Background: an optimization exercise with open tools, aiming at small area. Do not read the settings as production practice. RTL that was checked went through simulation tests only; none was proved equivalent to the original. Only the layout flow was run in run 1; the RTL was not checked for function there.

## flow/design.v (module list and top-level ports; edited modules follow where they fit)
// module PE_R0: 264 lines
// module PE_R1: 264 lines
// module PE_R2: 264 lines
// module PE_R3: 264 lines
// module FA: 4 lines
// module HA: 4 lines
// module AN2: 3 lines
// module ND2: 3 lines
// module NR2: 3 lines
// module OR2: 3 lines
// module XOR2: 3 lines
// module XNR2: 3 lines
// module INV: 3 lines
// module AOI21: 3 lines
// module OAI21: 3 lines
// module MUXI: 3 lines
// module MUXN: 3 lines
// module MUXM: 3 lines
// module Mesh: 94 lines
module Mesh(
  input         clock,
  input  [7:0]  io_in_a_0_0,
  input  [7:0]  io_in_a_1_0,
  input  [7:0]  io_in_a_2_0,
  input  [7:0]  io_in_a_3_0,
  input  [7:0]  io_in_d_0_0,
  input  [7:0]  io_in_d_1_0,
  input  [7:0]  io_in_d_2_0,
  input  [7:0]  io_in_d_3_0,
  input  [15:0] io_in_b_0_0,
  input  [15:0] io_in_b_1_0,
  input  [15:0] io_in_b_2_0,
  input  [15:0] io_in_b_3_0,
  input         io_in_control_0_0_propagate,
  input         io_in_control_1_0_propagate,
  input         io_in_control_2_0_propagate,
  input         io_in_control_3_0_propagate,
  output [15:0] io_out_c_0_0,
  output [15:0] io_out_c_1_0,
  output [15:0] io_out_c_2_0,
  output [15:0] io_out_c_3_0
);
  // ...
==> flow/flow/run.sh <==
#!/bin/bash
# Layout with the standard flow (standard synthesis unchanged), with two
# changes: the port buffers are the smallest buffer cell, and clock tree
# synthesis inserts no dummy load cells.
set -euo pipefail
CTS="-sink_clustering_enable -repair_clock_nets -sink_clustering_size 16 -sink_clustering_max_diameter 70 -buf_list sky130_fd_sc_hd__clkbuf_8 -dont_use_dummy_load"
bash standard.sh \
  "BUFFER_PORTS_ARGS=-buffer_cell sky130_fd_sc_hd__buf_1" \
  "CTS_ARGS=$CTS" \
  finish > flow.log 2>&1
==> flow/standard.sh <==
#!/bin/bash
# synth_recipe.tcl (not shown) runs the flow's synth.tcl, then flattens the netlist and writes it again
# the make line also repeats each setting of config.mk as NAME=value (left out here)
make -C /OpenROAD-flow-scripts/flow DESIGN_CONFIG=/design/flow/config.mk WORK_HOME=/design/flow/orfs CLKGATE_MAP_FILE= SYNTH_SCRIPT=/design/flow/synth_recipe.tcl "${@:-finish}"
==> flow/config.mk <==
export PLATFORM = sky130hd
export DESIGN_NAME = Mesh
export DESIGN_NICKNAME = Mesh
export VERILOG_FILES = /design/flow/design.v
export SDC_FILE = /design/flow/constraint.sdc
export NUM_CORES = 4
export LEC_CHECK = 0
export CAP_MARGIN = 20
export CORE_MARGIN = 2
export CORE_UTILIZATION = 40
export GPL_TIMING_DRIVEN = 0
export PLACE_DENSITY = 0.6
export SLEW_MARGIN = 20
export SYNTH_HIERARCHICAL = 1
==> flow/constraint.sdc <==
create_clock -name core_clock -period 5.2 [get_ports {clock}]
set_input_delay 1.0400 -clock core_clock [delete_from_list [all_inputs] [get_ports {clock}]]
set_output_delay 1.0400 -clock core_clock [all_outputs]
set_load 0.01 [all_outputs]
==> results_dict.tcl, run 1 <==
set metrics [dict create \
    drtIter0Drc 1839 \
    whs_path_depth 0 \
    antenna_found_initial 3 \
    path_max_fanout 10 \
    grtUsageMet1_pct 25.0 \
    crit_end "row[1].col[1].genblk3.pe.u.sh[15]" \
    pre_cts_slack_ns -0.193 \
    final_common_cell "dfxtp_1" \
    cp.required_ns 5.88 \
    clk_pin_slew_ns 0.10 \
    status "no timing/DRC/antenna violations" \
    fin_cells 6688 \
    yosysUniqueCellTypes 13 \
    layout.comb_gates.multi_input 3360 \
    ioPinCount 197 \
    hold_slack_ns 0.297 \
    seq_share_pct 36.9 \
    met1_length_um 55800 \
    async_flop_share_pct 0 \
    crit_buf_inv 2 \
    regArea_sq_mm 0.0222 \
    grt-busiest-layer "met2" \
    port_buffers 196 \
    antenna_left 0 \
    cpPeakStageDelay_ns 0.50 \
    wire_per_inst_um 18.0 \
    crit_cells 16 \
    tap_cells 1794 \
    design.die.area_sq_mm 0.141 \
    hold_path_startpoint "row[0].col[1].pe.u.sh[3]" \
    finalWirelength_um 120000 \
    design_area_sq_mm 0.0603 \
    skew_ns 0.0677 \
]
==> module Mesh, before the edit <==
module Mesh(
  input         clock,
  input  [7:0]  io_in_a_0_0,
  input  [7:0]  io_in_a_1_0,
  input  [7:0]  io_in_a_2_0,
  input  [7:0]  io_in_a_3_0,
  input  [7:0]  io_in_d_0_0,
  input  [7:0]  io_in_d_1_0,
  input  [7:0]  io_in_d_2_0,
  input  [7:0]  io_in_d_3_0,
  input  [15:0] io_in_b_0_0,
  input  [15:0] io_in_b_1_0,
  input  [15:0] io_in_b_2_0,
  input  [15:0] io_in_b_3_0,
  input         io_in_control_0_0_propagate,
  input         io_in_control_1_0_propagate,
  input         io_in_control_2_0_propagate,
  input         io_in_control_3_0_propagate,
  output [15:0] io_out_c_0_0,
  output [15:0] io_out_c_1_0,
  output [15:0] io_out_c_2_0,
  output [15:0] io_out_c_3_0
);
  wire [7:0]  in_a [0:3];
  wire [7:0]  in_b [0:3];
  wire [15:0] in_d [0:3];
  wire        in_p [0:3];
  assign in_a[0] = io_in_a_0_0; assign in_a[1] = io_in_a_1_0;
  assign in_a[2] = io_in_a_2_0; assign in_a[3] = io_in_a_3_0;
  assign in_b[0] = io_in_d_0_0; assign in_b[1] = io_in_d_1_0;
  assign in_b[2] = io_in_d_2_0; assign in_b[3] = io_in_d_3_0;
  assign in_d[0] = io_in_b_0_0; assign in_d[1] = io_in_b_1_0;
  assign in_d[2] = io_in_b_2_0; assign in_d[3] = io_in_b_3_0;
  assign in_p[0] = io_in_control_0_0_propagate;
  assign in_p[1] = io_in_control_1_0_propagate;
  assign in_p[2] = io_in_control_2_0_propagate;
  assign in_p[3] = io_in_control_3_0_propagate;
  genvar i, j;
  generate
    for (i = 0; i < 4; i = i + 1) begin : row
      for (j = 0; j < 4; j = j + 1) begin : col
        reg  [7:0]  a_r;
        reg  [7:0]  b_r;
        reg  [15:0] d_r;
        reg         p_r;
        wire [15:0] c_out;
        wire        p_next;
        wire        keep, keep_n;
        if (j == 0) begin : ain
          always @(posedge clock) a_r <= in_a[i];
        end else begin : ain
          always @(posedge clock) a_r <= row[i].col[j-1].a_r;
        end
        if (i == 0) begin : top
          always @(posedge clock) begin
            b_r <= in_b[j];
            d_r <= in_d[j];
            p_r <= in_p[j];
          end
          assign p_next = in_p[j];
        end else begin : top
          always @(posedge clock) begin
            b_r <= row[i-1].col[j].b_r;
            d_r <= row[i-1].col[j].c_out;
            p_r <= row[i-1].col[j].p_r;
          end
          assign p_next = row[i-1].col[j].p_r;
        end
        XNR2 ukeep (.a(p_r), .b(p_next), .y(keep));
        INV  ukeepn (.a(keep), .y(keep_n));
        if (i == 0) begin : pe
          PE_R0 u (.clock(clock), .a(a_r), .b(b_r), .d(d_r), .keep(keep), .keep_n(keep_n), .c_out(c_out));
        end else if (i == 1) begin : pe
          PE_R1 u (.clock(clock), .a(a_r), .b(b_r), .d(d_r), .keep(keep), .keep_n(keep_n), .c_out(c_out));
        end else if (i == 2) begin : pe
          PE_R2 u (.clock(clock), .a(a_r), .b(b_r), .d(d_r), .keep(keep), .keep_n(keep_n), .c_out(c_out));
        end else begin : pe
          PE_R3 u (.clock(clock), .a(a_r), .b(b_r), .d(d_r), .keep(keep), .keep_n(keep_n), .c_out(c_out));
        end
      end
    end
  endgenerate
  reg [15:0] out_0, out_1, out_2, out_3;
  always @(posedge clock) begin
    out_0 <= row[3].col[0].c_out ^ 16'h0000;
    out_1 <= row[3].col[1].c_out ^ 16'h0000;
    out_2 <= row[3].col[2].c_out ^ 16'h0000;
    out_3 <= row[3].col[3].c_out ^ 16'h0000;
  end
  assign io_out_c_0_0 = out_0;
  assign io_out_c_1_0 = out_1;
  assign io_out_c_2_0 = out_2;
  assign io_out_c_3_0 = out_3;
endmodule
==> run 2: changes to the inputs <==
--- a/flow/design.v
+++ b/flow/design.v
@@ -1144,5 +1144,4 @@
         reg  [15:0] d_r;
-        reg         p_r;
+        reg         p_r;       
         wire [15:0] c_out;
-        wire        p_next;
         wire        keep, keep_n;
@@ -1159,3 +1158,3 @@
           end
-          assign p_next = in_p[j];
+          XNR2 ukeep (.a(p_r), .b(in_p[j]), .y(keep));
         end else begin : top
@@ -1164,7 +1163,6 @@
             d_r <= row[i-1].col[j].c_out;
-            p_r <= row[i-1].col[j].p_r;
+            p_r <= row[i-1].col[j].keep;
           end
-          assign p_next = row[i-1].col[j].p_r;
+          assign keep = p_r;
         end
-        XNR2 ukeep (.a(p_r), .b(p_next), .y(keep));
         INV  ukeepn (.a(keep), .y(keep_n));
==> run 2 against run 1 <==
Synthesized area down 0.19%. Highest routed layer unchanged. Die area down 0.19%. Critical path depth unchanged. Largest cell class unchanged. Core utilization down 0.26 points. Non-clock buffer count down 18. Critical endpoint is now row[0].col[1].pe.u.sh[15]. Wire length down 1.3%.
==> results_dict.tcl, run 2 <==
set metrics [dict create \
    cts-buffers-inserted 95 \
    wire_per_inst_um 17.9 \
    route.vias.total 32900 \
    placed_cell_area_sq_mm 0.0583 \
    fin_ws_ns 0.194 \
    hold_viol 0 \
    place.gp.congestion 0.828 \
    drtIter0Drc 1901 \
    port_buffers 196 \
    finalWirelength_um 119000 \
    synthTopCellsByCount "dfxtp_1 (1104), fa_1 (928), nand2_1 (896), o22ai_1 (384)" \
    fill_cells 12800 \
    fp.dieW_um 375 \
    clk_pin_slew_ns 0.10 \
    yosysUniqueCellTypes 13 \
    min_period_ns 5.01 \
    avgSynthCellArea_sq_um 12.1 \
    synth_flop_cell "dfxtp_1" \
    wl_met2_um 55100 \
    yosys_warnings 11 \
    synth_area_sq_mm 0.0552 \
    min_path_type "flip-flop to flip-flop" \
    antenna_found_initial 2 \
    skew_ns 0.0855 \
    holdBufCountCts 0 \
    highest_layer "met4" \
    synth.most_common_cell "dfxtp_1" \
    core_area_sq_mm 0.137 \
    cts_tree "yes" \
    max_clock_freq_mhz 200 \
    end_kind "flip-flop" \
    synth-seq-cells 1104 \
    slew_viol_final 0 \
    hold_slack_ns 0.271 \
    pre_cts_slack_ns -0.211 \
    max-clock-path-buffers 3 \
    final_common_cell "dfxtp_1" \
    max_slew_margin_pct 28.3 \
    root_buffer "clkbuf_8" \
    synth_edf_count 0 \
    clock_sinks 1104 \
    crit_type "flip-flop to flip-flop" \
    first_pass_iters 5 \
    met1_length_um 55800 \
    start_util_pct 40.2 \
    async_flop_share_pct 0 \
    cts-htree-levels 3 \
    ys_seq_area_share_pct 40.1 \
    syn_nets 5625 \
    synth_area_leaders "dfxtp_1 (40%), fa_1 (34%), nand2_1 (6.1%), o22ai_1 (4.4%), xor2_1 (3.6%)" \
    worst_pin_slew_ns 1.07 \
    synth_top_area_cell "dfxtp_1" \
    design.die.area_sq_mm 0.141 \
    dpl.hpwl_um 90500 \
    worstPathArrival_ns 5.63 \
    drt-vias-per-instance 4.94 \
    fin_tns_setup_ns 0 \
    grtUsageTotal_pct 17.4 \
    ioPinCount 197 \
    path_max_fanout 9 \
    largest_register "row.col.d_r" \
    grt_pass1_wl_um 196000 \
    cp-start-kind "flip-flop" \
    met3_length_um 5530 \
    largest_reg_flops 256 \
    final_cell_mix "dfxtp_1 (1002), fa_1 (928), nand2_1 (896)" \
    die_h_um 375 \
    drive_above_1_share_pct 5.78 \
    grt_pass1_vias 35900 \
    drc_errors 0 \
    cp.required_ns 5.82 \
    area_delta_synth_final_pct 8.46 \
    cap_violations 0 \
    fin_cells 6658 \
    grt_start_max_net_pins 35 \
    antenna_left 0 \
    nets 5925 \
    period_share_pct 96.3 \
    fp-row-count 136 \
    reg2reg_depth 16 \
    status "no timing/DRC/antenna violations" \
    design_area_sq_mm 0.0598 \
    place_inst 6561 \
    synth_top_cell_area_share_pct 40.1 \
    utilization_pct 43.6 \
    grt.overflow.total 0 \
    clk_latency_ns 0.82 \
    whs_path_depth 0 \
    synthCells 4564 \
    setup_violations 0 \
]
==> run 2: cell count changes after synthesis <==
cell / previous run / this run
xnor2_1: 208 / 196
==> run 2: area by class of cell <==
class / instances / area, sq um / area share, %
clock buffer: 95 / 1310 / 2.19
sequential: 1104 / 22200 / 37.2
antenna: 2 / 5.00 / 0.00836
inverter: 112 / 420 / 0.703
tap: 1794 / 2240 / 3.75
timing repair buffer: 203 / 815 / 1.36
multi-input combinational: 3348 / 32800 / 54.8
==> run 2: cell families after synthesis <==
family,share of synthesized area (%)
fa+ha+maj,33.7
simple gates,11.4
compound gates,7.44
flops,40.1
buf+inv,0.762
xor+xnor,6.67
==> run 2: worst paths after layout <==
| check | slack (ns) | to | startpoint |
|---|---|---|---|
| setup / recovery | 0.19 | row[0].col[1].pe.u.sh[15] | row[0].col[1].a_r[0] |
| hold / removal | 0.27 | out_3[10] | row[3].col[3].genblk3.genblk1.pe.u.sh[10] |
| setup reg to reg | 0.19 | row[0].col[1].pe.u.sh[15] | row[0].col[1].a_r[0] |
| hold reg to reg | 0.27 | out_3[10] | row[3].col[3].genblk3.genblk1.pe.u.sh[10] |
==> run 2: routing by layer <==
metal | up-vias | GRT usage (%)
li1 | 15400 | -
met5 | - | 0
met1 | 16700 | 25.0
met2 | 708 | 27.5
met3 | 152 | 2.64
met4 | 0 | 4.87
==> run 2: critical path: stages (launching register included) <==
cell     delay (ns)
dfxtp_2        0.45
nand2_1        0.11
fa_1           0.51
fa_1           0.46
fa_1           0.46
fa_1           0.43
fa_1           0.44
fa_1           0.49
or2_1          0.27
inv_1          0.09
a21oi_2        0.08
o21ai_2        0.26
inv_1          0.07
o21ai_1        0.25
a21oi_2        0.09
xnor2_1        0.20
o22ai_1        0.14
==> run 2: per-module statistics from Yosys, one instance, submodules excluded, a selection <==
| module | flip-flops and latches | copies in the design |
|---|---|---|
| NR2 | 0 | 112 |
| XNR2 | 0 | 196 |
| MUXN | 0 | 128 |
| AOI21 | 0 | 48 |
| PE_R0 | 32 | 4 |
| PE_R3 | 32 | 4 |
| AN2 | 0 | 224 |
| FA | 0 | 928 |
| INV | 0 | 112 |
| XOR2 | 0 | 224 |
| MUXI | 0 | 384 |
| OR2 | 0 | 176 |
| Mesh | 592 | 1 |
| OAI21 | 0 | 32 |
| ND2 | 0 | 896 |
==> run 2: timing repair <==
action	in CTS	in global routing
endpoints found under the setup margin	24	80
pin swaps	0	1
buffers inserted	0	0
gates cloned	0	0
gates resized for setup	28	94
==> run 3: changes to the inputs <==
--- a/flow/config.mk
+++ b/flow/config.mk
@@ -9,5 +9,5 @@
 export CORE_MARGIN = 2
-export CORE_UTILIZATION = 40
+export CORE_UTILIZATION = 55
 export GPL_TIMING_DRIVEN = 0
-export PLACE_DENSITY = 0.6
+export PLACE_DENSITY = 0.7
 export SLEW_MARGIN = 20
==> run 3 against run 2 <==
Non-clock buffer count decreased by 1. Design area decreased by 1.2%. Core utilization increased by 16 points. Synthesized cell count unchanged. Die area decreased by 27%. Register-to-register slack about the same. Critical path type unchanged. Largest cell class unchanged.
==> results_dict.tcl, run 3 <==
set metrics [dict create \
    cp-start-kind "flip-flop" \
    skew_ns 0.0645 \
    core_area_sq_mm 0.0997 \
    synth_edf_count 0 \
    synth_area_sq_mm 0.0552 \
    start_util_pct 55.3 \
    max_clock_freq_mhz 199 \
    min_path_type "flip-flop to flip-flop" \
    worst_pin_slew_ns 1.05 \
    min_period_ns 5.02 \
    synth-seq-cells 1104 \
    fp.dieW_um 321 \
    dpl.hpwl_um 86200 \
    fp-row-count 116 \
    wire_per_inst_um 18.3 \
    yosysUniqueCellTypes 13 \
    slew_viol_final 0 \
    root_buffer "clkbuf_8" \
    cts_tree "yes" \
    synthTopCellsByCount "dfxtp_1 (1104), fa_1 (928), nand2_1 (896), o22ai_1 (384)" \
    hold_viol 0 \
    regArea_sq_mm 0.0222 \
    rr_endpoint "row[1].col[0].genblk3.pe.u.acc[15]" \
    drc_errors 0 \
    async_flop_share_pct 0 \
    ys_seq_area_share_pct 40.1 \
    whs_path_depth 0 \
    status "no timing/DRC/antenna violations" \
    largest_reg_flops 256 \
    holdBufCountCts 0 \
    multi_input_area_sq_mm 0.0328 \
    antenna_left 0 \
    synthCells 4564 \
    ioPinCount 197 \
    synth_area_leaders "dfxtp_1 (40%), fa_1 (34%), nand2_1 (6.1%), o22ai_1 (4.4%), xor2_1 (3.6%)" \
    max-clock-path-buffers 3 \
    synth_top_cell_area_share_pct 40.1 \
    nets 5916 \
    yosys_warnings 11 \
    synth.most_common_cell "dfxtp_1" \
    port_buffers 196 \
    grtUsageTotal_pct 23.0 \
    crit_type "flip-flop to flip-flop" \
    reg2reg_depth 16 \
    fill_cells 8058 \
    cap_violations 0 \
    whs_endpoint "row[2].col[1].d_r[0]" \
    drive_above_1_share_pct 5.46 \
    drt-vias-per-instance 5.41 \
    end_kind "flip-flop" \
    largest_register "row.col.d_r" \
    antenna_found_initial 3 \
    route.vias.total 33300 \
    place.gp.congestion 0.849 \
    synth_top_area_cell "dfxtp_1" \
    reg2reg_from "row[1].col[0].b_r[2]" \
    clk_latency_ns 0.75 \
    syn_nets 5625 \
    avgSynthCellArea_sq_um 12.1 \
    synth_flop_cell "dfxtp_1" \
    grt.overflow.total 0 \
    setup_violations 0 \
    grt_pass1_wl_um 189000 \
    period_share_pct 96.5 \
    cts-buffers-inserted 87 \
    final_common_cell "dfxtp_1" \
    finalWirelength_um 113000 \
    fin_cells 6153 \
    first_pass_iters 6 \
    clock_sinks 1104 \
    worstPathArrival_ns 5.66 \
    final_cell_mix "dfxtp_1 (1010), fa_1 (928), nand2_1 (896)" \
    path_max_fanout 9 \
    clk_pin_slew_ns 0.10 \
    max_slew_margin_pct 29.8 \
    die_h_um 321 \
    grt_start_max_net_pins 35 \
    area_delta_synth_final_pct 7.15 \
    cts-htree-levels 3 \
    fin_tns_setup_ns 0 \
    hold_path_startpoint "row[1].col[1].genblk3.pe.u.sh[0]" \
    place_inst 6064 \
    r2r_slack_ns 0.18 \
    cp.required_ns 5.84 \
    grt_pass1_vias 35700 \
    drtIter0Drc 2007 \
    design.die.area_sq_mm 0.103 \
]
run 3: cell counts after synthesis:
No cell type changed its count.
run 3: routing by layer:
metal	vias to the layer above	routed length (um)	track usage, %
met5	-	27	0
met4	4	2290	5.92
met3	160	6110	3.56
met2	858	51800	35.6
met1	16900	52500	33.9
li1	15400	-	-
run 3: modules after synthesis (local to each module, per instance), excerpt:
module,flip-flops and latches,cell area [sq um],cells
PE_R3,32,641,32
PE_R0,32,641,32
MUXN,0,8.76,1
XNR2,0,8.76,1
AN2,0,6.26,1
OAI21,0,5.00,1
ND2,0,3.75,1
INV,0,3.75,1
run 3: worst max path at each step:
stage | startpoint | to | slack [ns] | cells past startpoint
2_1_floorplan | row[1].col[0].a_r[0] | row[1].col[0].genblk3.pe.u.acc[15] | 0.50 | 16
3_3_place_gp | row[0].col[2].b_r[2] | row[0].col[2].pe.u.sh[15] | -0.10 | 16
3_5_place_dp | row[1].col[3].b_r[2] | row[1].col[3].genblk3.pe.u.sh[15] | -0.23 | 16
4_1_cts | row[2].col[3].a_r[1] | row[2].col[3].genblk3.genblk1.pe.u.acc[15] | 0.002 | 16
5_1_grt | row[1].col[3].a_r[4] | row[1].col[3].genblk3.pe.u.sh[15] | -0.002 | 14
6_report | row[1].col[0].b_r[2] | row[1].col[0].genblk3.pe.u.acc[15] | 0.18 | 16
run 3: per-stage QoR:
step / setup WS, ns / utilization (%) / cell area, sq um / hold slack, ns
floorplan: 0.502 / - / 55200 / 0.310
global placement: -0.102 / 57.7 / 57500 / 0.310
detailed placement: -0.230 / 57.8 / 57600 / 0.312
CTS: 0.00167 / 59.1 / 58900 / 0.274
global route: -0.00205 / 59.3 / 59100 / 0.293
finish: 0.180 / 59.3 / 59100 / 0.288
run 3: area by class of cell:
class | instances | area share (%)
diodes | 2 | 0.00847
clock buffers | 87 | 2.03
inverters | 112 | 0.711
multi-input cells | 3348 | 55.5
flip-flops and latches | 1104 | 37.6
well taps | 1298 | 2.75
repair buffers | 202 | 1.36
run 3: kinds of logic (layout without fill, tap and decap cells):
kind of cell,after synthesis,in the layout,synth area share (%)
AND/OR/NAND/NOR,1408,1408,11.4
AO/OA/AOI/OAI,592,592,7.44
XOR/XNOR,420,420,6.67
adder cells (fa/ha/maj),928,928,33.7
flip-flops,1104,1104,40.1
other,0,2,0
buffers and inverters,112,401,0.762
run 3: critical path, cell delays in order (launching register included):
cell,delay (ns)
dfxtp_2,0.48
nand2_1,0.12
fa_1,0.51
fa_1,0.44
fa_1,0.47
fa_1,0.45
fa_1,0.43
fa_1,0.50
or2_1,0.26
inv_1,0.08
a21oi_2,0.08
o21ai_2,0.28
inv_1,0.07
o21ai_1,0.27
a21oi_2,0.10
xor2_1,0.18
a22o_1,0.21
run 3: repair_timing:
action                     4_1_cts  5_1_grt
setup buffers                    0        0
pin swaps                        0        2
setup endpoints to repair       26       78
gates resized for setup         35       84
==> run 4: changes to the inputs <==
--- a/flow/flow/run.sh
+++ b/flow/flow/run.sh
@@ -5,3 +5,3 @@
 set -euo pipefail
-CTS="-sink_clustering_enable -repair_clock_nets -sink_clustering_size 16 -sink_clustering_max_diameter 70 -buf_list sky130_fd_sc_hd__clkbuf_8 -dont_use_dummy_load"
+CTS="-sink_clustering_enable -repair_clock_nets -sink_clustering_size 18 -sink_clustering_max_diameter 100 -buf_list sky130_fd_sc_hd__clkbuf_8 -dont_use_dummy_load"
 bash standard.sh \
--- a/flow/config.mk
+++ b/flow/config.mk
@@ -9,5 +9,5 @@
 export CORE_MARGIN = 2
-export CORE_UTILIZATION = 55
+export CORE_UTILIZATION = 40
 export GPL_TIMING_DRIVEN = 0
-export PLACE_DENSITY = 0.7
+export PLACE_DENSITY = 0.6
 export SLEW_MARGIN = 20
==> run 4 against run 3 <==
Wire length rose by 5.7%. Via count fell by 1.0%. Highest routed layer is now met4. Worst hold slack got worse by 0.0057 ns. Still clean on timing, DRC and antenna. Synthesized area did not move.
==> results_dict.tcl, run 4 <==
set metrics [dict create \
    status "no timing/DRC/antenna violations" \
    cp_cell_sequence "nand2_1, fa_1, fa_1, fa_1, fa_1, fa_1, fa_1, or2_1, inv_1, a21oi_2, o21ai_2, inv_1, o21ai_1, a21oi_2, xor2_1, o22ai_1" \
    synth_top_area_cell "dfxtp_1" \
    slowest_stage "fa_1" \
    synth-seq-cells 1104 \
    port_buffers 196 \
    regArea_sq_mm 0.0223 \
    die_h_um 375 \
    synth_top_cell_area_share_pct 40.1 \
    cp-start-kind "flip-flop" \
    hold_viol 0 \
    fp.dieW_um 375 \
    path_max_fanout 9 \
    design.die.area_sq_mm 0.141 \
    fill_cells 12800 \
    worst_pin_slew_ns 1.09 \
    clk_latency_ns 0.79 \
    slew_viol_final 0 \
    synth_area_leaders "dfxtp_1 (40%), fa_1 (34%), nand2_1 (6.1%), o22ai_1 (4.4%), xor2_1 (3.6%)" \
    crit_buf_inv 2 \
    clk_pin_slew_ns 0.11 \
    cp_top_family "adder cells" \
    fin_cells 6635 \
    cpPeakStageDelay_ns 0.49 \
    syn_nets 5625 \
    cts-htree-levels 3 \
    synth.most_common_cell "dfxtp_1" \
    setup_violations 0 \
    final_common_cell "dfxtp_1" \
    first_pass_iters 5 \
    fp-row-count 136 \
    async_flop_share_pct 0 \
    crit_type "flip-flop to flip-flop" \
    place_inst 6561 \
    drive_above_1_share_pct 5.62 \
    ys_seq_area_share_pct 40.1 \
    utilization_pct 43.4 \
    max-clock-path-buffers 3 \
    core_area_sq_mm 0.137 \
    cts_tree "yes" \
    largest_reg_flops 256 \
    grt.overflow.total 0 \
    grt_pass1_wl_um 196000 \
    drc_errors 0 \
    drtIter0Drc 1958 \
    antenna_found_initial 3 \
    place.gp.congestion 0.828 \
    dpl.hpwl_um 90500 \
    yosysUniqueCellTypes 13 \
    synthTopCellsByCount "dfxtp_1 (1104), fa_1 (928), nand2_1 (896), o22ai_1 (384)" \
    worstPathArrival_ns 5.60 \
    cts-buffers-inserted 72 \
    synth_flop_cell "dfxtp_1" \
    grt_pass1_vias 35800 \
    grtUsageTotal_pct 17.4 \
    nets 5902 \
    start_util_pct 40.2 \
    min_period_ns 5.01 \
    multi_input_area_sq_mm 0.0328 \
    grt_start_max_net_pins 35 \
    cap_violations 0 \
    largest_register "row.col.d_r" \
    antenna_left 0 \
    synthCells 4564 \
    synth_area_sq_mm 0.0552 \
    clock_sinks 1104 \
    skew_ns 0.0844 \
    avgSynthCellArea_sq_um 12.1 \
    fin_ws_ns 0.190 \
    wire_per_inst_um 17.9 \
    end_kind "flip-flop" \
    area_delta_synth_final_pct 7.94 \
    synth_edf_count 0 \
    path_common_cell "fa_1" \
    max_clock_freq_mhz 200 \
    max_slew_margin_pct 27.3 \
    pre_cts_slack_ns -0.211 \
    period_share_pct 96.3 \
    cp.required_ns 5.79 \
    yosys_warnings 11 \
    ioPinCount 197 \
    min_path_type "flip-flop to flip-flop" \
    finalWirelength_um 119000 \
    final_cell_mix "dfxtp_1 (986), fa_1 (928), nand2_1 (896)" \
    drt-vias-per-instance 4.96 \
    route.vias.total 32900 \
    root_buffer "clkbuf_8" \
]
run 4: cell counts after synthesis:
No cell type changed its count.
run 4: cells by family (layout without fill, tap and decap cells):
| family | count (synthesis) | in the layout | synth area share, % |
|---|---|---|---|
| AOI/OAI and AO/OA | 592 | 592 | 7.44 |
| xor gates and xnor gates | 420 | 420 | 6.67 |
| adders and majority gates | 928 | 928 | 33.7 |
| buffers and inverters | 112 | 387 | 0.762 |
| DFF | 1104 | 1104 | 40.1 |
| other | 0 | 2 | 0 |
| and+or+nand+nor | 1408 | 1408 | 11.4 |
run 4: final timing paths:
path	startpoint	end	slack (ns)	depth (start not counted)
max	row[1].col[1].b_r[1]	row[1].col[1].genblk3.pe.u.sh[15]	0.19	16
min	row[3].col[1].genblk3.genblk1.pe.u.sh[15]	out_1[15]	0.28	0
max reg2reg	row[1].col[1].b_r[1]	row[1].col[1].genblk3.pe.u.sh[15]	0.19	16
min reg2reg	row[3].col[1].genblk3.genblk1.pe.u.sh[15]	out_1[15]	0.28	0
run 4: Yosys stat by module, one instance, submodules excluded, a selection:
module  copies in the design  cells  area, sq um  flops+latches
PE_R3                      4     32          641             32
XNR2                     196      1         8.76              0
MUXI                     384      1         6.26              0
PE_R1                      4     32          641             32
XOR2                     224      1         8.76              0
ND2                      896      1         3.75              0
FA                       928      1         20.0              0
AN2                      224      1         6.26              0
AOI21                     48      1         8.76              0
PE_R0                      4     32          641             32
Mesh                       1    592        11900            592
run 4: cell type report:
type	instances	area share, %
multi-input cells	3348	55.1
flip-flops and latches	1104	37.4
well taps	1794	3.77
clock buffers	72	1.66
repair buffers	203	1.37
inverters	112	0.706
diodes	2	0.00840
run 4: what timing repair did:
item | CTS | global route
setup buffers | 0 | 0
hold buffers | 0 | 0
endpoints found under the setup margin | 27 | 86
pin swaps | 0 | 1
endpoints found under the hold margin | 0 | 0
resized for setup | 32 | 111
run 4: through the flow:
stage	area (sq um)	TNS [ns]	hold slack [ns]
after CTS	59300	0	0.229
after detailed placement	58300	-0.787	0.312
after global placement	58100	-1.17	0.310
after global routing	59500	-0.00539	0.267
final	59500	0	0.282
after floorplan	55200	0	0.310
run 4: worst reg2reg max path: stages (launching register included):
cell and delay [ns]:
dfxtp_2 0.47, nand2_1 0.12, fa_1 0.48, fa_1 0.47
fa_1 0.46, fa_1 0.43, fa_1 0.44, fa_1 0.49
or2_1 0.26, inv_1 0.08, a21oi_2 0.08, o21ai_2 0.29
inv_1 0.08, o21ai_1 0.24, a21oi_2 0.09, xor2_1 0.20
o22ai_1 0.14
run 4: metal layers:
metal,track usage [%],share of wire [%],wire (um),vias to the layer above
li1,-,-,-,15300
met3,2.52,4.8,5710,126
met1,25.0,47,55600,16700
met4,4.77,2.0,2380,0
met5,0,0,0,-
met2,27.6,47,55400,742
==> run 5: changes to the inputs <==
--- a/flow/flow/run.sh
+++ b/flow/flow/run.sh
@@ -5,3 +5,3 @@
 set -euo pipefail
-CTS="-sink_clustering_enable -repair_clock_nets -sink_clustering_size 18 -sink_clustering_max_diameter 100 -buf_list sky130_fd_sc_hd__clkbuf_8 -dont_use_dummy_load"
+CTS="-sink_clustering_enable -repair_clock_nets -sink_clustering_size 16 -sink_clustering_max_diameter 120 -buf_list sky130_fd_sc_hd__clkbuf_8 -dont_use_dummy_load"
 bash standard.sh \
==> run 5 against run 4 <==
Wire length increased by 0.14%. Design area up 0.17%. Largest cell class unchanged. Highest routed layer unchanged. First-iteration DRC count fell by 9.6%. Worst hold slack improved by 0.018 ns. Synthesized cell count did not move.
==> results_dict.tcl, run 5 <==
set metrics [dict create \
    status "no timing/DRC/antenna violations" \
    max-clock-path-buffers 3 \
    grt_pass1_wl_um 197000 \
    synth.most_common_cell "dfxtp_1" \
    first_pass_iters 5 \
    drive_above_1_share_pct 5.74 \
    wire_per_inst_um 18.0 \
    reg2reg_from "row[0].col[1].b_r[2]" \
    grt_pass1_vias 35800 \
    grt_start_max_net_pins 35 \
    slew_viol_final 0 \
    drc_errors 0 \
    fp.dieW_um 375 \
    finalWirelength_um 119000 \
    hold_path_startpoint "row[1].col[0].genblk3.pe.u.sh[2]" \
    place.gp.congestion 0.828 \
    path_max_fanout 9 \
    clk_latency_ns 0.80 \
    synthCells 4564 \
    max_clock_freq_mhz 201 \
    cts-htree-levels 3 \
    synth_edf_count 0 \
    cap_violations 0 \
    final_common_cell "dfxtp_1" \
    antenna_left 0 \
    period_share_pct 95.7 \
    final_cell_mix "dfxtp_1 (987), fa_1 (928), nand2_1 (896)" \
    largest_register "row.col.d_r" \
    clock_sinks 1104 \
    antenna_found_initial 2 \
    drtIter0Drc 1771 \
    end_kind "flip-flop" \
    design.die.area_sq_mm 0.141 \
    synth_flop_cell "dfxtp_1" \
    worst_pin_slew_ns 1.12 \
    skew_ns 0.0420 \
    start_util_pct 40.2 \
    setup_violations 0 \
    yosys_warnings 11 \
    placed_cell_area_sq_mm 0.0583 \
    crit_type "flip-flop to flip-flop" \
    synth_top_area_cell "dfxtp_1" \
    synth_area_sq_mm 0.0552 \
    ioPinCount 197 \
    min_period_ns 4.98 \
    cts_tree "yes" \
    grtUsageTotal_pct 17.5 \
    cp.required_ns 5.83 \
    utilization_pct 43.5 \
    cp-start-kind "flip-flop" \
    grt.overflow.total 0 \
    design_area_sq_mm 0.0597 \
    route.vias.total 32900 \
    hold_viol 0 \
    synth_top_cell_area_share_pct 40.1 \
    worstPathArrival_ns 5.61 \
    avgSynthCellArea_sq_um 12.1 \
    yosysUniqueCellTypes 13 \
    dpl.hpwl_um 90500 \
    die_h_um 375 \
    fin_tns_setup_ns 0 \
    core_area_sq_mm 0.137 \
    cts_setup_buffers 0 \
    rsz0062_at_grt "no" \
    crit_start "row[0].col[1].b_r[2]" \
    min_path_type "flip-flop to flip-flop" \
    cts-buffers-inserted 79 \
    synthTopCellsByCount "dfxtp_1 (1104), fa_1 (928), nand2_1 (896), o22ai_1 (384)" \
    port_buffers 196 \
    syn_nets 5625 \
    synth_area_leaders "dfxtp_1 (40%), fa_1 (34%), nand2_1 (6.1%), o22ai_1 (4.4%), xor2_1 (3.6%)" \
    clk_pin_slew_ns 0.11 \
    async_flop_share_pct 0 \
    nets 5909 \
    synth-seq-cells 1104 \
    fill_cells 12800 \
    drt-vias-per-instance 4.96 \
    root_buffer "clkbuf_8" \
    fp-row-count 136 \
    largest_reg_flops 256 \
    area_delta_synth_final_pct 8.13 \
    ys_seq_area_share_pct 40.1 \
    max_slew_margin_pct 25.0 \
]
run 5: cell type report:
type,count,area [sq um],share of cell area [%]
Antenna cell,2,5.00,0.00839
Clock buffer,79,1090,1.82
Multi-Input combinational cell,3348,32800,55.0
Timing Repair Buffer,203,815,1.37
Tap cell,1794,2240,3.76
Inverter,112,420,0.705
Sequential cell,1104,22300,37.3
run 5: worst paths after layout:
| path | cells past startpoint | slack [ns] | end |
|---|---|---|---|
| max reg2reg | 16 | 0.22 | row[0].col[1].pe.u.sh[15] |
| min reg2reg | 0 | 0.30 | row[2].col[0].d_r[2] |
| max | 16 | 0.22 | row[0].col[1].pe.u.sh[15] |
| min | 0 | 0.30 | row[2].col[0].d_r[2] |
run 5: worst max-delay path: stages, from the launching register on:
cell	delay [ns]
dfxtp_2	0.47
nand2_1	0.12
fa_1	0.52
fa_1	0.46
fa_1	0.46
fa_1	0.43
fa_1	0.44
fa_1	0.50
or2_1	0.27
inv_1	0.09
a21oi_2	0.07
o21ai_2	0.25
inv_1	0.07
o21ai_1	0.25
a21oi_2	0.09
xnor2_1	0.20
o22ai_1	0.15
run 5: cell families after synthesis:
family,Yosys count,share of synthesized area [%]
compound gates,592,7.44
xor+xnor,420,6.67
fa+ha+maj,928,33.7
flops,1104,40.1
simple gates,1408,11.4
buf+inv,112,0.762
run 5: modules after synthesis (local to each module, per instance), excerpt:
module  area, sq um  copies in the design  cells  flops+latches
MUXN           8.76                   128      1              0
AOI21          8.76                    48      1              0
XNR2           8.76                   196      1              0
OR2            6.26                   176      1              0
INV            3.75                   112      1              0
ND2            3.75                   896      1              0
OAI21          5.00                    32      1              0
PE_R2           641                     4     32             32
PE_R3           641                     4     32             32
PE_R0           641                     4     32             32
PE_R1           641                     4     32             32
Mesh          11900                     1    592            592
AN2            6.26                   224      1              0
XOR2           8.76                   224      1              0
FA             20.0                   928      1              0
MUXI           6.26                   384      1              0
run 5: repair_timing:
| action | in CTS | in global routing |
|---|---|---|
| resized for setup | 36 | 107 |
| hold buffers | 0 | 0 |
| endpoints found under the setup margin | 29 | 79 |
| pin swaps | 0 | 1 |
run 5: routing by layer:
metal	part of all wire, %	track usage, %
met4	2.0	4.71
met5	0	0
met3	4.7	2.52
met2	47	27.7
met1	47	25.1
run 5: through the flow:
| stage | std cells | hold slack [ns] | setup WS [ns] |
|---|---|---|---|
| 2_1_floorplan | 4564 | 0.310 | 0.502 |
| 4_1_cts | 6640 | 0.219 | 0.0112 |
| 5_1_grt | 6642 | 0.256 | 0.00275 |
| 3_3_place_gp | 6554 | 0.310 | -0.184 |
| 3_5_place_dp | 6561 | 0.312 | -0.211 |
| 6_report | 6642 | 0.300 | 0.223 |

## port drivers added, routing unchanged
Ports are ideal in the flow. The routed layouts listed here were re-timed in OpenROAD. Step 1 (the two cells are an assumption about what drives the block):
set clk [get_ports {clock}]
set_driving_cell -lib_cell sky130_fd_sc_hd__clkbuf_16 $clk
set_driving_cell -lib_cell sky130_fd_sc_hd__buf_2 [delete_from_list [all_inputs] $clk]
Step 2 times the ports against the registers' clock, not the clock port: input delays grow and output delays shrink by t, the midpoint of the rising clock arrivals with the driver on. a / b / c = ideal / step 1 / step 2; a / b = the first two.
run	t, ns	setup WS [ns]	hold WS [ns]	worst data-port slew with drivers (ns)	pins driven straight from the clock port
run 1	0.838	0.176 / 0.176 / 0.176	0.297 / 0.283 / 0.297	0.16	1
run 2	0.843	0.194 / 0.194 / 0.194	0.271 / 0.257 / 0.271	0.07	1
run 3	0.785	0.180 / 0.180 / 0.180	0.288 / 0.288 / 0.288	0.05	1
run 4	0.822	0.190 / 0.190 / 0.190	0.282 / 0.277 / 0.282	0.07	1
run 5	0.842	0.223 / 0.223 / 0.223	0.300 / 0.273 / 0.300	0.07	1
After both steps setup and hold are still met in every run listed.
